This design comes from an exercise in tuning for small area and a short achievable clock period on the open sky130 flow, not from production work. In this exercise RTL edits were held to simulation tests only and were not proved equivalent to the original.

==> flow/design.v (outline; a module is shown in full before it is edited, if it fits) <==
// module FA: 9 lines
// module HA: 8 lines
// module RADD: 6 lines
// module YADD: 8 lines
// module YSEL: 48 lines
// module XOR2M: 6 lines
// module INV: 5 lines
// module G_INV: 5 lines
// module G_XOR2: 6 lines
// module G_XNOR2: 6 lines
// module G_NAND2: 6 lines
// module G_NOR2: 6 lines
// module G_AOI21: 7 lines
// module G_OAI21: 7 lines
// module G_AND2: 6 lines
// module G_OR2: 6 lines
// module G_ANDN: 6 lines
// module G_ORN: 6 lines
// module G_AO21: 7 lines
// module G_MUX2: 7 lines
// module G_MUX2I: 7 lines
// module G_MUX4: 10 lines
// module QCANDN: 13 lines
// module QCAND: 11 lines
// module FIR_transposed: 6067 lines
module FIR_transposed(clk, reset, noisy_signal, filtered_real);
  // ...
==> flow/flow/run.sh <==
#!/bin/bash
# Standard layout with a larger setup-repair margin.
bash standard.sh SETUP_SLACK_MARGIN=6.2 finish > standard.log 2>&1
==> flow/standard.sh <==
#!/bin/bash
# synth_recipe.tcl (not shown) runs the flow's synth.tcl, then flattens the netlist and writes it again
# the make line also repeats each setting of config.mk as NAME=value (left out here)
make -C /OpenROAD-flow-scripts/flow DESIGN_CONFIG=/design/flow/config.mk WORK_HOME=/design/flow/orfs CLKGATE_MAP_FILE= SYNTH_SCRIPT=/design/flow/synth_recipe.tcl "${@:-finish}"
==> flow/config.mk <==
export PLATFORM = sky130hd
export DESIGN_NAME = FIR_transposed
export DESIGN_NICKNAME = FIR_transposed
export VERILOG_FILES = /design/flow/design.v
export SDC_FILE = /design/flow/constraint.sdc
export NUM_CORES = 8
export LEC_CHECK = 0
export ABC_CLOCK_PERIOD_IN_PS = 2000
export CAP_MARGIN = 20
export CORE_MARGIN = 2
export CORE_UTILIZATION = 65
export CTS_CLUSTER_DIAMETER = 100
export CTS_CLUSTER_SIZE = 22
export SETUP_SLACK_MARGIN = 5
export SLEW_MARGIN = 20
export SYNTH_HIERARCHICAL = 1
==> flow/constraint.sdc <==
create_clock -name core_clock -period 13.0 [get_ports {clk}]
set_input_delay 2.6000 -clock core_clock [delete_from_list [all_inputs] [get_ports {clk}]]
set_output_delay 2.6000 -clock core_clock [all_outputs]
set_load 0.01 [all_outputs]
==> results.toml, run 1 <==
[placed_design]
dpl.hpwl_um = 176800
dp_slack_ns = 4.600
place.gp.congestion = 1.027

[synthesis]
synth.area.top_cells = "fa_1 59%, dfxtp_1 25%, nand2_1 2.6%, nor2_1 2.5%, ha_1 1.6%"
synth.most_common_cell = "fa_1"
synth_top_area_share_pct = 59.12
yosysWarnings = 7
synth_seq_cells = 913
synthAdderAreaFrac_pct = 60.72

[clocking]
hold_buffers = 0
cts_made_buffers = 50

[global_routing]
grt_pass1_wl_um = 311000
grtUsageTotal_pct = 40.22
overflow = 0

[cells_and_area]
fin_cells = 6693
largest_register_ff_count = 32

[worst_setup_path]
critPathRequiredTime_ns = 10.40
cpMostUsedCell = "buf_6"
r2r_cells = 16
critPathCaptureType = "primary output"

[hold_path]
worst_hold_path.endpoint = "h23[7]"

[drt]
drcViolationCount = 0
drtIter0Drc = 3341

[run_status]
status = "timing/DRC/antenna clean"
==> run 2, diff against run 1 <==
==> flow/flow/run.sh (replaced) <==
#!/bin/bash
# Standard layout with a larger setup-repair margin.
bash standard.sh SETUP_SLACK_MARGIN=6.0 finish > standard.log 2>&1
==> run 2 against run 1 <==
Effect of this change: sequential share of layout area is 0.62 points higher; core utilization fell by 2.1 points; global-route usage decreased by 0.45 points; still clean; synthesized area unchanged; cell area decreased by 2.9%; clock skew up 0.0055 ns.
==> results.toml, run 2 <==
[worst_setup_path]
path_buf_inv = 6
cp_cell_sequence = "buf_12 > buf_16 > xor2_2 > xnor2_1 > nand2_1 > a21oi_2 > o21ai_2 > a21oi_4 > buf_12 > buf_6 > o21ai_4 > buf_12 > mux2i_1 > buf_2"
cp_top_family = "buffers and inverters"
critPathRequiredTime_ns = 10.40
crit_fanout = 4
cpMostUsedCell = "buf_12"
arrival_ns = 4.39
critPathCaptureType = "primary output"
setup.worst_path.class = "input pin to primary output"
max_stage_delay_ns = 0.19
slowest_stage = "xnor2_1"
crit_start = "noisy_signal[15]"
start_kind = "input pin"
reg2reg_from = "h41[4]"

[placed_design]
dpl.hpwl_um = 176800
dpl_cell_area_mm2 = 0.07319
place.port_buffers = 33
place.gp.congestion = 1.027
dp_slack_ns = 4.600

[cells_and_area]
layout_commonest_cell = "fa_1"
largest_register_ff_count = 32
areaGrowthSynthToFinish_pct = 6.454
layout-drive-gt1-share_pct = 10.39
final_area_mm2 = 0.07638
regMostFlops = "R"
fillers = 7637
top_regs = "R: 32 flops, T1a: 31 flops, T2a: 30 flops"
seq_area_mm2 = 0.01832
num_antenna_cells = 0
layout_common_cells = "1918 x fa_1, 885 x dfxtp_1, 497 x nand2_1, 465 x nor2_1, 261 x inv_1"
multi_input_area_mm2 = 0.05259
fin_nets = 7297

[clocking]
cts-root-buf = "clkbuf_16"
cts.sinks = 913
clkTransAtPathRegs_ns = 0.09
htreeDepth = 2
clk_path_buf_depth = 3
cts_tree = "yes"
cts_made_buffers = 50
insertion_delay_ns = 0.68

[sta]
fin_crit_ns = 6.993
rsz0062_at_grt = "true"
fin_crit_sh_pct = 53.79
worst_pin_slew_ns = 1.079
slew_viol_final = 0
finalWorstSetupSlack_ns = 6.007
finalHoldViolations = 0
setup_tns_ns = 0
slew_headroom_pct = 27.50
setup_viol = 0
max_freq_mhz = 143.0
clock_skew_ns = 0.04420

[floorplanning]
die_w_um = 336.3
initial_core_util_pct = 65.74
core_area_mm2 = 0.1092
die-area_mm2 = 0.1131
num_rows = 121
pin_count = 34
fp.dieH_um = 336.3

[drt]
ant_nets = 0
drcViolationCount = 0
drt_wl_total_um = 208200
wire_per_inst_um = 31.75
dr.pass1.iters = 5
drtIter0Drc = 3331
vias_per_cell = 5.889
vias = 38613

[synthesis]
yosysSeqAreaShare_pct = 25.47
synth_top_area_share_pct = 59.12
yosysWarnings = 7
synth-edff-count = 0
synth_ff_type = "dfxtp_1"
synth_cells = 5010
synth.largest_area_cell = "fa_1"
synthDistinctLibCells = 38
synth.area.top_cells = "fa_1 59%, dfxtp_1 25%, nand2_1 2.6%, nor2_1 2.5%, ha_1 1.6%"
synth_seq_cells = 913
synthArstFlopShare_pct = 0
synth_commonest_cells = "2119 x fa_1, 913 x dfxtp_1, 501 x nand2_1"
synth.most_common_cell = "fa_1"
synth_nets = 7239
syn_area_mm2 = 0.07175
syn_avg_cell_area_um2 = 14.32

[hold_path]
holdCritStartpoint = "h42[11]"
worstHoldPathType = "flop to flop"

[global_routing]
grtUsageTotal_pct = 39.77
grt_antenna_before_repair = 3
grt_max_degree = 165
overflow = 0
grt_pass1_wl_um = 307700
grt_pass1_vias = 45048

[run_status]
status = "timing/DRC/antenna clean"

[run]
maxCapViolations = 0
## run 2: cell counts after synthesis
No cell type changed its count.
## run 2: area by class of cell
type | instances | area share (%)
repair buffers | 124 | 1.563
clock inverters | 10 | 0.1933
inverters | 263 | 1.302
well taps | 1476 | 2.418
flip-flops and latches | 913 | 23.98
multi-input cells | 3716 | 68.85
clock buffers | 55 | 1.689
## run 2: Yosys stat by module, one instance, submodules excluded, excerpt
module   flip-flops and latches  cells inside  area, um^2
FA                            0             1       20.02
G_AND2                        0             1       6.256
G_ANDN                        0             1       13.76
G_AO21                        0             1       7.507
G_INV                         0             1       3.754
G_MUX2I                       0             1       10.01
G_NAND2                       0             1       3.754
G_NOR2                        0             1       3.754
G_OAI21                       0             1       5.005
G_OR2                         0             1       6.256
G_ORN                         0             1       6.256
G_XNOR2                       0             1       8.758
G_XOR2                        0             1       8.758
HA                            0             1       12.51
INV                           0             1       3.754
QCANDN                        0           171        1202
## run 2: kinds of logic (layout without fill, tap and decap cells)
family	count (synthesis)	in the layout	synth area share [%]
muxes	111	111	1.548
adders and majority gates	2211	2211	60.72
and+or+nand+nor	1151	1151	6.771
xor gates and xnor gates	155	155	1.892
buffers and inverters	382	452	2.708
AOI/OAI and AO/OA	87	88	0.8841
DFF	913	913	25.47
## run 2: per-stage QoR
| step | cells | utilization [%] | hold slack [ns] |
|---|---|---|---|
| 2_1_floorplan | 5010 | - | 0.3508 |
| 5_1_grt | 6557 | 69.98 | 0.3581 |
| 3_3_place_gp | 6424 | 67.05 | 0.3529 |
| 6_report | 6557 | 69.98 | 0.3367 |
| 3_5_place_dp | 6424 | 67.05 | 0.3548 |
| 4_1_cts | 6509 | 69.02 | 0.3418 |
## run 2: final timing paths
path | endpoint | slack, ns | depth (start not counted)
worst max-delay path | filtered_real[9] | 6.01 | 14
worst min-delay path | h43[11] | 0.34 | 1
worst max register to register | T1a[17] | 6.04 | 16
worst min register to register | h43[11] | 0.34 | 1
## run 2: worst register-to-register path, delay by kind of cell (launching register included)
kind                       cells  cell delay (ns)
and+or+nand+nor                1             0.04
buffers and inverters          1             0.08
adders and majority gates     14             6.33
DFF                            1             0.38
## run 2: repair_timing
| item | in CTS | in global routing |
|---|---|---|
| setup endpoints to repair | 50 | 50 |
| gates resized for setup | 325 | 196 |
| hold buffers | 0 | 0 |
| buffers inserted | 18 | 47 |
| pin swaps | 27 | 45 |
| gates cloned | 2 | 1 |
## run 2: metal layers
metal	part of all wire, %	wire length, um	global-route usage [%]	up-vias
li1	-	-	-	15249
met1	36	75790	51.57	20987
met2	47	97420	61.96	1764
met3	9.7	20190	11.04	607
met4	7.1	14750	21.14	6
met5	0.023	47	0	-

## afterwards: timing with drivers on the ports
The flow's constraints put no driver on any port. The routed layouts listed below were extracted and timed again, unchanged, in two steps.
Step 1 assumes that a clkbuf_16 drives the clock port and a buf_2 every other input.
Step 2 moves the port delays by t, midway between the first and last clock arrival at a register: inputs arrive t later, outputs are due t later. That takes back most of the time a late clock gives input paths.
Three values: ideal, step 1, step 2; two values: the first two.
| run | shift t [ns] | setup WS [ns] | worst setup path after step 2 | clock arrival spread, ns | cell pins on the clock port's net |
|---|---|---|---|---|---|
| run 1 | 0.740 | 6.000 / 5.939 / 5.731 | input to register | 0.040 / 0.040 | 1 |
| run 2 | 0.740 | 6.007 / 5.959 / 5.551 | input to register | 0.046 / 0.047 | 1 |
After both steps setup and hold are still met in every run listed. The setup slack of run 2, which loses most, moves by -0.048 ns with the drivers and by -0.456 ns with both steps.
